Background: an optimization exercise with open tools, aiming at small area. Do not read the settings as production practice.
Where RTL was checked, it was by simulation tests only, not by an equivalence proof against the original.
Power figures rest on the tool's default switching activity, not on a simulated workload.

## run 1
==> module spi_top, before the edit <==
module spi_top(
    input clk,rst,wr,
    input [7:0]din,addr,
    output done,err,
    output [7:0]dout
);
reg [127:0] ring0;
reg [127:0] ring1;
reg [3:0] ptr;
reg clr;
reg [4:0] cnt;
reg [7:0] cap;
reg done_r, err_r;
localparam [4:0] C3 = 5'd6, C22 = 5'd2, C23 = 5'd4;
wire ok     = (addr[7:5] == 3'd0);
wire done_n = ok ? (wr ? (cnt == C22) : (cnt == C23)) : (cnt == C3);
wire hit    = (ptr == addr[3:0]);
wire we     = wr & ok & hit & (cnt != 5'd0);
wire [7:0] d0 = (we & ~addr[4]) ? din : (clr ? 8'd0 : ring0[127:120]);
wire [7:0] d1 = (we &  addr[4]) ? din : (clr ? 8'd0 : ring1[127:120]);
assign done = done_r;
assign err  = err_r;
assign dout = cap;
always @(posedge clk) begin
    ring0 <= {ring0[119:0], d0};
    ring1 <= {ring1[119:0], d1};
    if (hit | ~ok)
        cap <= (wr | ~ok | clr) ? 8'd0 : (addr[4] ? ring1[127:120] : ring0[127:120]);
    if (rst) begin
        ptr <= 4'd0;
        clr <= 1'b1;
        cnt <= 5'd0;
        done_r <= 1'b0;
        err_r <= 1'b0;
    end
    else begin
        ptr <= {ptr[2:0], ptr[3] ^ ptr[2] ^ (ptr[2:0] == 3'd0)};
        if (ptr == 4'b1000)
            clr <= 1'b0;
        cnt <= done_n ? 5'd0 : {cnt[3:0], ~(cnt[4] ^ cnt[1])};
        done_r <= done_n;
        err_r <= ~ok & (cnt == C3);
    end
end
endmodule
Settings: LEC_CHECK=0, CAP_MARGIN=20, CORE_MARGIN=2, CORE_UTILIZATION=70, SLEW_MARGIN=20; clock period 8.0 ns.
standard.sh (not shown) runs the stock make flow with config.mk's settings and CLKGATE_MAP_FILE= SYNTH_SCRIPT=/design/flow/synth_recipe.tcl, a recipe that flattens the netlist after the stock synthesis.
==> flow/flow/run.sh <==
#!/bin/bash
# Standard layout, with these changes:
# - after floorplanning, the combinational logic is re-mapped for area
#   (restructure.tcl), with a library copy that leaves out the platform's
#   don't-use cells (filter_lib.py);
# - the port buffers are the smallest buffer (buf_1);
# - cells with timing slack to spare are downsized before detailed placement
#   (recover.tcl);
# - clock tree synthesis clusters up to 20 flip-flops per clkbuf_8, builds
#   the tree above them from clkbuf_4 and inserts no dummy loads.
# Each ORFS step logs to orfs/logs/; make's output goes to standard.log.
set -euo pipefail
mkdir -p rmp
python3 flow/filter_lib.py \
  "$FLOW_HOME/platforms/sky130hd/lib/sky130_fd_sc_hd__tt_025C_1v80.lib" \
  rmp/lib.lib 'lpflow|probe' > rmp/filter_lib.log 2>&1
bash standard.sh \
  POST_FLOORPLAN_TCL="$PWD/flow/restructure.tcl" \
  BUFFER_PORTS_ARGS="-buffer_cell sky130_fd_sc_hd__buf_1" \
  PRE_DETAIL_PLACE_TCL="$PWD/flow/recover.tcl" \
  CTS_ARGS="-sink_clustering_enable -repair_clock_nets -sink_clustering_size 20 -sink_clustering_max_diameter 70 -buf_list sky130_fd_sc_hd__clkbuf_8 -root_buf sky130_fd_sc_hd__clkbuf_4 -tree_buf sky130_fd_sc_hd__clkbuf_4 -dont_use_dummy_load" \
  finish > standard.log 2>&1
Other scripts of this flow, unchanged in this note and not shown: flow/flow/filter_lib.py, flow/flow/recover.tcl, flow/flow/restructure.tcl
Run 1 finished all stages; the layout is clean.
Edits applied to the flow inputs when going from run 1 to run 2:
--- a/flow/design.v
+++ b/flow/design.v
@@ -12,9 +12,8 @@
 reg [7:0] cap;
 reg done_r, err_r;
-localparam [4:0] C3 = 5'd6, C22 = 5'd2, C23 = 5'd4;
-wire ok     = (addr[7:5] == 3'd0);
-wire done_n = ok ? (wr ? (cnt == C22) : (cnt == C23)) : (cnt == C3);
-wire hit    = (ptr == addr[3:0]);
-wire we     = wr & ok & hit & (cnt != 5'd0);
+wire ok  = (addr[7:5] == 3'd0);
+wire done_n = ok ? (wr ? (cnt == 5'd13) : (cnt == 5'd26)) : (cnt == 5'd7);
+wire hit = (ptr == addr[3:0]);
+wire we  = wr & ok & hit & (cnt != 5'd0);
 wire [7:0] d0 = (we & ~addr[4]) ? din : (clr ? 8'd0 : ring0[127:120]);
 wire [7:0] d1 = (we &  addr[4]) ? din : (clr ? 8'd0 : ring1[127:120]);
@@ -35,10 +34,10 @@
     end
     else begin
-        ptr <= {ptr[2:0], ptr[3] ^ ptr[2] ^ (ptr[2:0] == 3'd0)};
-        if (ptr == 4'b1000)
+        ptr <= ptr + 4'd1;
+        if (ptr == 4'd15)
             clr <= 1'b0;
-        cnt <= done_n ? 5'd0 : {cnt[3:0], ~(cnt[4] ^ cnt[1])};
+        cnt <= done_n ? 5'd0 : {cnt[3:0], ~(cnt[4] ^ cnt[2])};
         done_r <= done_n;
-        err_r <= ~ok & (cnt == C3);
+        err_r <= ~ok & (cnt == 5'd7);
     end
 end
### Flow results
Run 2: PASS, flow complete, no timing, DRC or antenna violations
Delta (run 2 minus run 1): total power divided by cell area fell by 0.38%; synthesized cell count shows an increase of about 0.54%.
Run 2: area of the multi-input gates 3.7% above run 1
The internal power was comparable across run 1 and run 2.
Worst path buffer plus inverter count: run 2 vs run 1 down 2
Run 2 falls short of run 1 in worst path setup slack after routing.
Compared with run 1, in run 2 tap cell instance count comparable; first-pass GRT wire length went down.
No functional check of the RTL was part of any run of this note.


== the baseline ==
The RTL this note starts from:
==> flow/design.v <==
module spi_top(
    input clk,rst,wr,
    input [7:0]din,addr,
    output done,err,
    output [7:0]dout
);
reg [127:0] ring0;
reg [127:0] ring1;
reg [3:0] ptr;
reg clr;
reg [4:0] cnt;
reg [7:0] cap;
wire ok  = (addr[7:5] == 3'd0);
wire hit = (ptr == addr[3:0]);
wire we  = wr & ok & hit;
wire [7:0] d0 = (we & ~addr[4]) ? din : (clr ? 8'd0 : ring0[127:120]);
wire [7:0] d1 = (we &  addr[4]) ? din : (clr ? 8'd0 : ring1[127:120]);
reg done_r, err_r;
assign done = done_r;
assign err  = err_r;
assign dout = cap;
always @(posedge clk) begin
    ring0 <= {ring0[119:0], d0};
    ring1 <= {ring1[119:0], d1};
    if (hit | ~ok)
        cap <= (wr | ~ok | clr) ? 8'd0 : (addr[4] ? ring1[127:120] : ring0[127:120]);
    if (rst) begin
        ptr <= 4'd0;
        clr <= 1'b1;
        cnt <= 5'd0;
        done_r <= 1'b0;
        err_r <= 1'b0;
    end
    else begin
        ptr <= ptr + 4'd1;
        if (ptr == 4'd15)
            clr <= 1'b0;
        cnt <= done_r ? 5'd1 : cnt + 5'd1;
        done_r <= ok ? (wr ? (cnt == 5'd22) : (cnt == 5'd23)) : (cnt == 5'd3);
        err_r <= ~ok & (cnt == 5'd3);
    end
end
endmodule
clock: 8.0 ns
lec_check: 0
cap_margin: 20
core_margin: 2
core_utilization: 70
slew_margin: 20
==> flow/flow/filter_lib.py <==
#!/usr/bin/env python3
"""Copy a Liberty file, leaving out the cells whose names match a pattern."""
import re, sys
src, dst, pat = sys.argv[1], sys.argv[2], re.compile(sys.argv[3])
text = open(src).read()
out = []
i = 0
cell = re.compile(r'\n(\s*)cell\s*\(\s*"?([\w]+)"?\s*\)\s*\{')
while True:
    m = cell.search(text, i)
    if not m:
        out.append(text[i:])
        break
    # find the end of this cell group by brace counting
    j = m.end()
    depth = 1
    while depth:
        c = text[j]
        if c == '{':
            depth += 1
        elif c == '}':
            depth -= 1
        j += 1
    out.append(text[i:m.start()])
    if not pat.search(m.group(2)):
        out.append(text[m.start():j])
    i = j
open(dst, 'w').write(''.join(out))
==> flow/flow/recover.tcl <==
# Downsize cells on paths with timing slack to spare (ORFS hook, sourced
# before detailed placement).
estimate_parasitics -placement
repair_timing -recover_power 100
==> flow/flow/restructure.tcl <==
# ORFS hook, sourced at the end of floorplanning: re-map the combinational
# logic for area with ABC (OpenROAD's restructure). ABC reads a copy of the
# platform's library without its don't-use cells, which run.sh writes to
# rmp/ in the work folder. Registers are not touched.
set work [file normalize [file join [file dirname [info script]] ..]]
set tiehi [join $::env(TIEHI_CELL_AND_PORT) /]
set tielo [join $::env(TIELO_CELL_AND_PORT) /]
report_design_area
restructure -target area -liberty_file $work/rmp/lib.lib \
  -tiehi_port $tiehi -tielo_port $tielo -work_dir $work/rmp \
  -abc_logfile $work/rmp/abc.log
report_design_area
Scripts as last shown in full above: flow/flow/run.sh
[inputs] the candidate vs the baseline
==> flow/design.v <==
module spi_top(
    input clk,rst,wr,
    input [7:0]din,addr,
    output done,err,
    output [7:0]dout
);
reg [127:0] ring0;
reg [127:0] ring1;
reg [3:0] ptr;
reg clr;
reg [4:0] cnt;
reg [7:0] cap;
reg done_r, err_r;
localparam [4:0] C3 = 5'd6, C22 = 5'd2, C23 = 5'd4;
wire ok     = (addr[7:5] == 3'd0);
wire done_n = ok ? (wr ? (cnt == C22) : (cnt == C23)) : (cnt == C3);
wire hit    = (ptr == addr[3:0]);
wire we     = wr & ok & hit & (cnt != 5'd0);
wire [7:0] d0 = (we & ~addr[4]) ? din : (clr ? 8'd0 : ring0[127:120]);
wire [7:0] d1 = (we &  addr[4]) ? din : (clr ? 8'd0 : ring1[127:120]);
wire cap_en = hit | ~ok;
wire cap_rd = cap_en & ~(wr | ~ok | clr);
wire cap_s0 = cap_rd & ~addr[4];
wire cap_s1 = cap_rd &  addr[4];
assign done = done_r;
assign err  = err_r;
assign dout = cap;
always @(posedge clk) begin
    ring0 <= {ring0[119:0], d0};
    ring1 <= {ring1[119:0], d1};
    cap <= (cap & {8{~cap_en}}) | (ring0[127:120] & {8{cap_s0}}) | (ring1[127:120] & {8{cap_s1}});
    if (rst) begin
        ptr <= 4'd0;
        clr <= 1'b1;
        cnt <= 5'd0;
        done_r <= 1'b0;
        err_r <= 1'b0;
    end
    else begin
        ptr <= ptr + 4'd1;
        if (ptr == 4'd15)
            clr <= 1'b0;
        cnt <= done_n ? 5'd0 : {cnt[3:0], ~(cnt[4] ^ cnt[1])};
        done_r <= done_n;
        err_r <= ~ok & (cnt == C3);
    end
end
endmodule
Findings:
- Between the baseline and the candidate, the clock power does not differ in any meaningful way.
- Clock share of power in the candidate is 0.2 points above the baseline.
- Relative to the baseline, the candidate degrades die area.
- Against the baseline, the candidate comes in 0.46 points lower on utilization.
- Multi-input combinational cell count, the candidate and the baseline: smaller value in the baseline
- | power consumed by sequential cells | the candidate vs the baseline | ≈ equal |
- Changes observed in the candidate relative to the baseline: final critical-path setup slack -450 ps; clock insertion delay at the later pin of the skew report ~0 delta.


== build 43 ==
Another version of the RTL of spi_top (not shown whole).
Size in the first run: about 280 flip-flops, about 29 I/O pins, roughly 6300 sq um of cells after synthesis.
==> module spi_top, before the edit <==
module spi_top(
    input clk,rst,wr,
    input [7:0]din,addr,
    output done,err,
    output [7:0]dout
);
reg [127:0] ring0;
reg [127:0] ring1;
reg [3:0] ptr;
reg clr;
reg [4:0] cnt;
reg [7:0] cap;
reg done_r, err_r;
localparam [4:0] C3 = 5'd7, C22 = 5'd13, C23 = 5'd26;
wire ok     = (addr[7:5] == 3'd0);
wire done_n = ok ? (wr ? (cnt == C22) : (cnt == C23)) : (cnt == C3);
wire hit    = (ptr == addr[3:0]);
wire we     = wr & ok & hit & (cnt != 5'd0);
wire [7:0] d0 = (we & ~addr[4]) ? din : (clr ? 8'd0 : ring0[127:120]);
wire [7:0] d1 = (we &  addr[4]) ? din : (clr ? 8'd0 : ring1[127:120]);
assign done = done_r;
assign err  = err_r;
assign dout = cap;
always @(posedge clk) begin
    ring0 <= {ring0[119:0], d0};
    ring1 <= {ring1[119:0], d1};
    if (hit | ~ok)
        cap <= (wr | ~ok | clr) ? 8'd0 : (addr[4] ? ring1[127:120] : ring0[127:120]);
    if (rst) begin
        ptr <= 4'd0;
        clr <= 1'b1;
        cnt <= 5'd0;
        done_r <= 1'b0;
        err_r <= 1'b0;
    end
    else begin
        ptr <= ptr + 4'd1;
        if (ptr == 4'd15)
            clr <= 1'b0;
        cnt <= done_n ? 5'd0 : {cnt[3:0], ~(cnt[4] ^ cnt[2])};
        done_r <= done_n;
        err_r <= ~ok & (cnt == C3);
    end
end
endmodule
==> flow/config.mk <==
export PLATFORM = sky130hd
export DESIGN_NAME = spi_top
export DESIGN_NICKNAME = spi_top
export VERILOG_FILES = /design/flow/design.v
export SDC_FILE = /design/flow/constraint.sdc
export NUM_CORES = 4
export LEC_CHECK = 0
export CAP_MARGIN = 20
export CORE_MARGIN = 2
export CORE_UTILIZATION = 70
export SLEW_MARGIN = 20
==> flow/constraint.sdc <==
create_clock -name core_clock -period 8.0 [get_ports {clk}]
set_input_delay 1.6000 -clock core_clock [delete_from_list [all_inputs] [get_ports {clk}]]
set_output_delay 1.6000 -clock core_clock [all_outputs]
set_load 0.01 [all_outputs]
Scripts as last shown in full above: flow/flow/run.sh, flow/flow/filter_lib.py, flow/flow/recover.tcl, flow/flow/restructure.tcl
For build 74, these inputs were changed with respect to build 43:
-- flow/design.v --
<<< build 43, line 12
reg [7:0] cap;
reg done_r, err_r;
localparam [4:0] C3 = 5'd7, C22 = 5'd13, C23 = 5'd26;
wire ok     = (addr[7:5] == 3'd0);
wire done_n = ok ? (wr ? (cnt == C22) : (cnt == C23)) : (cnt == C3);
>>> build 74, line 12
reg [7:0] cap;
reg done_r, err_r;
localparam [4:0] C3 = 5'd6, C22 = 5'd2, C23 = 5'd4;
wire ok     = (addr[7:5] == 3'd0);
wire done_n = ok ? (wr ? (cnt == C22) : (cnt == C23)) : (cnt == C3);
<<< build 43, line 38
        if (ptr == 4'd15)
            clr <= 1'b0;
        cnt <= done_n ? 5'd0 : {cnt[3:0], ~(cnt[4] ^ cnt[2])};
        done_r <= done_n;
        err_r <= ~ok & (cnt == C3);
>>> build 74, line 38
        if (ptr == 4'd15)
            clr <= 1'b0;
        cnt <= done_n ? 5'd0 : {cnt[3:0], ~(cnt[4] ^ cnt[1])};
        done_r <= done_n;
        err_r <= ~ok & (cnt == C3);
==> comparison <==
- Each of the runs, namely build 43 and build 74, reached the end of the flow and came out clean.
- On build 74: net count of the mapped netlist is about 0.8% lower than what build 43 gave.
- On fraction of power consumed by the clock network, build 43 tracks build 74 almost exactly.
- Build 74 vs. build 43: count of non-CTS buffers in the layout moved up; wire length of the first global-routing pass now sits lower; layout overhead on the synthesized area went down 0.46 points.
- Build 43 vs build 74, slowest cell on the critical path: sky130_fd_sc_hd__nor3_1 vs sky130_fd_sc_hd__clkbuf_1
- ~same cell area in build 43 and build 74


Another version of the RTL of spi_top (not shown whole).
Size in the first run: ~360 cells after synthesis, about 29 I/O pins.
==> flow/design.v (excerpt) <==
module spi_top(
    input clk,rst,wr,
    input [7:0]din,addr,
    output done,err,
    output [7:0]dout
);
==> module spi_top, before the edit <==
module spi_top(
    input clk,rst,wr,
    input [7:0]din,addr,
    output done,err,
    output [7:0]dout
);
reg [127:0] ring0;
reg [127:0] ring1;
reg [3:0] ptr;
reg clr;
reg [4:0] cnt;
reg [7:0] cap;
reg done_r, err_r;
localparam [4:0] C3 = 5'd6, C22 = 5'd2, C23 = 5'd4;
wire ok     = (addr[7:5] == 3'd0);
wire done_n = ok ? (wr ? (cnt == C22) : (cnt == C23)) : (cnt == C3);
wire hit    = (ptr == addr[3:0]);
wire start  = (cnt == 5'd0);
wire we     = wr & ok & hit & ~start;
wire [7:0] d0 = (we & ~addr[4]) ? din : (clr ? 8'd0 : ring0[127:120]);
wire [7:0] d1 = (we &  addr[4]) ? din : (clr ? 8'd0 : ring1[127:120]);
wire cap_ld = hit & ~wr & ok & ~start;
wire cap_cl = rst | done_r;
wire cap_k  = ~cap_cl & ~cap_ld;
wire cap_s0 = ~cap_cl & cap_ld & ~clr & ~addr[4];
wire cap_s1 = ~cap_cl & cap_ld & ~clr &  addr[4];
assign done = done_r;
assign err  = err_r;
assign dout = cap;
always @(posedge clk) begin
    ring0 <= {ring0[119:0], d0};
    ring1 <= {ring1[119:0], d1};
    cap <= (cap & {8{cap_k}}) | (ring0[127:120] & {8{cap_s0}}) | (ring1[127:120] & {8{cap_s1}});
    if (rst) begin
        ptr <= 4'd0;
        clr <= 1'b1;
        cnt <= 5'd0;
        done_r <= 1'b0;
        err_r <= 1'b0;
    end
    else begin
        ptr <= ptr + 4'd1;
        if (ptr == 4'd15)
            clr <= 1'b0;
        cnt <= done_n ? 5'd0 : {cnt[3:0], ~(cnt[4] ^ cnt[1])};
        done_r <= done_n;
        err_r <= ~ok & (cnt == C3);
    end
end
endmodule
clock: 8.0 ns
lec_check: 0
cap_margin: 20
core_margin: 2
core_utilization: 70
slew_margin: 20
Scripts as last shown in full above: flow/flow/run.sh, flow/flow/filter_lib.py, flow/flow/recover.tcl, flow/flow/restructure.tcl
==> next run, changes <==
==> flow/design.v (replaced) <==
module spi_top(
    input clk,rst,wr,
    input [7:0]din,addr,
    output done,err,
    output [7:0]dout
);
reg [127:0] ring0;
reg [127:0] ring1;
reg [3:0] ptr;
reg clr;
reg [4:0] cnt;
reg [7:0] cap;
reg done_r, err_r;
reg hit, k0, k1;
localparam [4:0] C3 = 5'd7, C22 = 5'd13, C23 = 5'd26;
wire ok     = (addr[7:5] == 3'd0);
wire start  = (cnt == 5'd0);
wire done_n = ok ? (wr ? (cnt == C22) : (cnt == C23)) : (cnt == C3);
wire [3:0] ptr_n = ptr + 4'd1;
wire clr_n = clr & (ptr != 4'd15);
wire hit_n = (ptr_n == addr[3:0]) & ~start;
wire we_n  = wr & ok & hit_n;
wire we0   = wr & ok & hit & ~addr[4];
wire we1   = wr & ok & hit &  addr[4];
wire [7:0] d0 = (din & {8{we0}}) | (ring0[127:120] & {8{k0}});
wire [7:0] d1 = (din & {8{we1}}) | (ring1[127:120] & {8{k1}});
assign done = done_r;
assign err  = err_r;
assign dout = cap;
always @(posedge clk) begin
    ring0 <= {ring0[119:0], d0};
    ring1 <= {ring1[119:0], d1};
    if (hit | ~ok)
        cap <= (wr | ~ok | clr) ? 8'd0 : (addr[4] ? ring1[127:120] : ring0[127:120]);
    if (rst) begin
        ptr <= 4'd0;
        clr <= 1'b1;
        cnt <= 5'd0;
        done_r <= 1'b0;
        err_r <= 1'b0;
        hit <= 1'b0;
        k0 <= 1'b0;
        k1 <= 1'b0;
    end
    else begin
        ptr <= ptr_n;
        clr <= clr_n;
        cnt <= done_n ? 5'd0 : {cnt[3:0], ~(cnt[4] ^ cnt[2])};
        done_r <= done_n;
        err_r <= ~ok & (cnt == C3);
        hit <= hit_n;
        k0 <= ~(we_n & ~addr[4]) & ~clr_n;
        k1 <= ~(we_n &  addr[4]) & ~clr_n;
    end
end
endmodule
What happened: The changed run went through all stages and came out clean; routed wire length shrinks by about 4.7%; non-clock buffer count is unchanged; worst setup slack is better by 0.91 ns; die area stays flat; sequential share of layout area grows by 0.47 points; total power grows by 1.5%; global-route usage shrinks by 0.86 points.

-- re-timing with driven ports --
In the flow no input, the clock included, has a driving cell. The finished layouts below were timed again as built, in two steps. Step 1 assumes that a clkbuf_16 drives the clock port and a buf_2 every other input. Step 2 adds t to the input delays and takes it off the output delays; t is the mean of the earliest and latest rising clock arrival at the registers after step 1. Input paths then give back, and output paths get back, about the clock's delay inside the block. Slacks: no drivers / after step 1 / after step 2; pairs: no drivers / after step 1.
run | shift t [ns] | setup slack, ns | worst setup path after step 2 | slew at the worst register clock pin (ns)
run 1 | 0.585 | 4.462 / 4.461 / 3.876 | input to register | 0.11 / 0.11
run 2 | 0.579 | 4.254 / 4.263 / 3.684 | input to register | 0.12 / 0.12
the baseline | 0.598 | 4.792 / 4.781 / 4.183 | input to register | 0.11 / 0.11
the candidate | 0.586 | 4.346 / 4.357 / 3.772 | input to register | 0.12 / 0.12
build 43 | 0.579 | 4.254 / 4.263 / 3.684 | input to register | 0.12 / 0.12
build 74 | 0.591 | 4.762 / 4.751 / 4.160 | input to register | 0.12 / 0.12
the first run of note 4 | 0.594 | 4.077 / 4.089 / 3.495 | input to register | 0.11 / 0.11
the second run of note 4 | 0.585 | 4.988 / 4.996 / 4.411 | input to register | 0.11 / 0.11
After both steps setup and hold are still met in every run listed. The setup slack of the baseline, which loses most, moves by -0.011 ns with the drivers and by -0.609 ns with both steps.
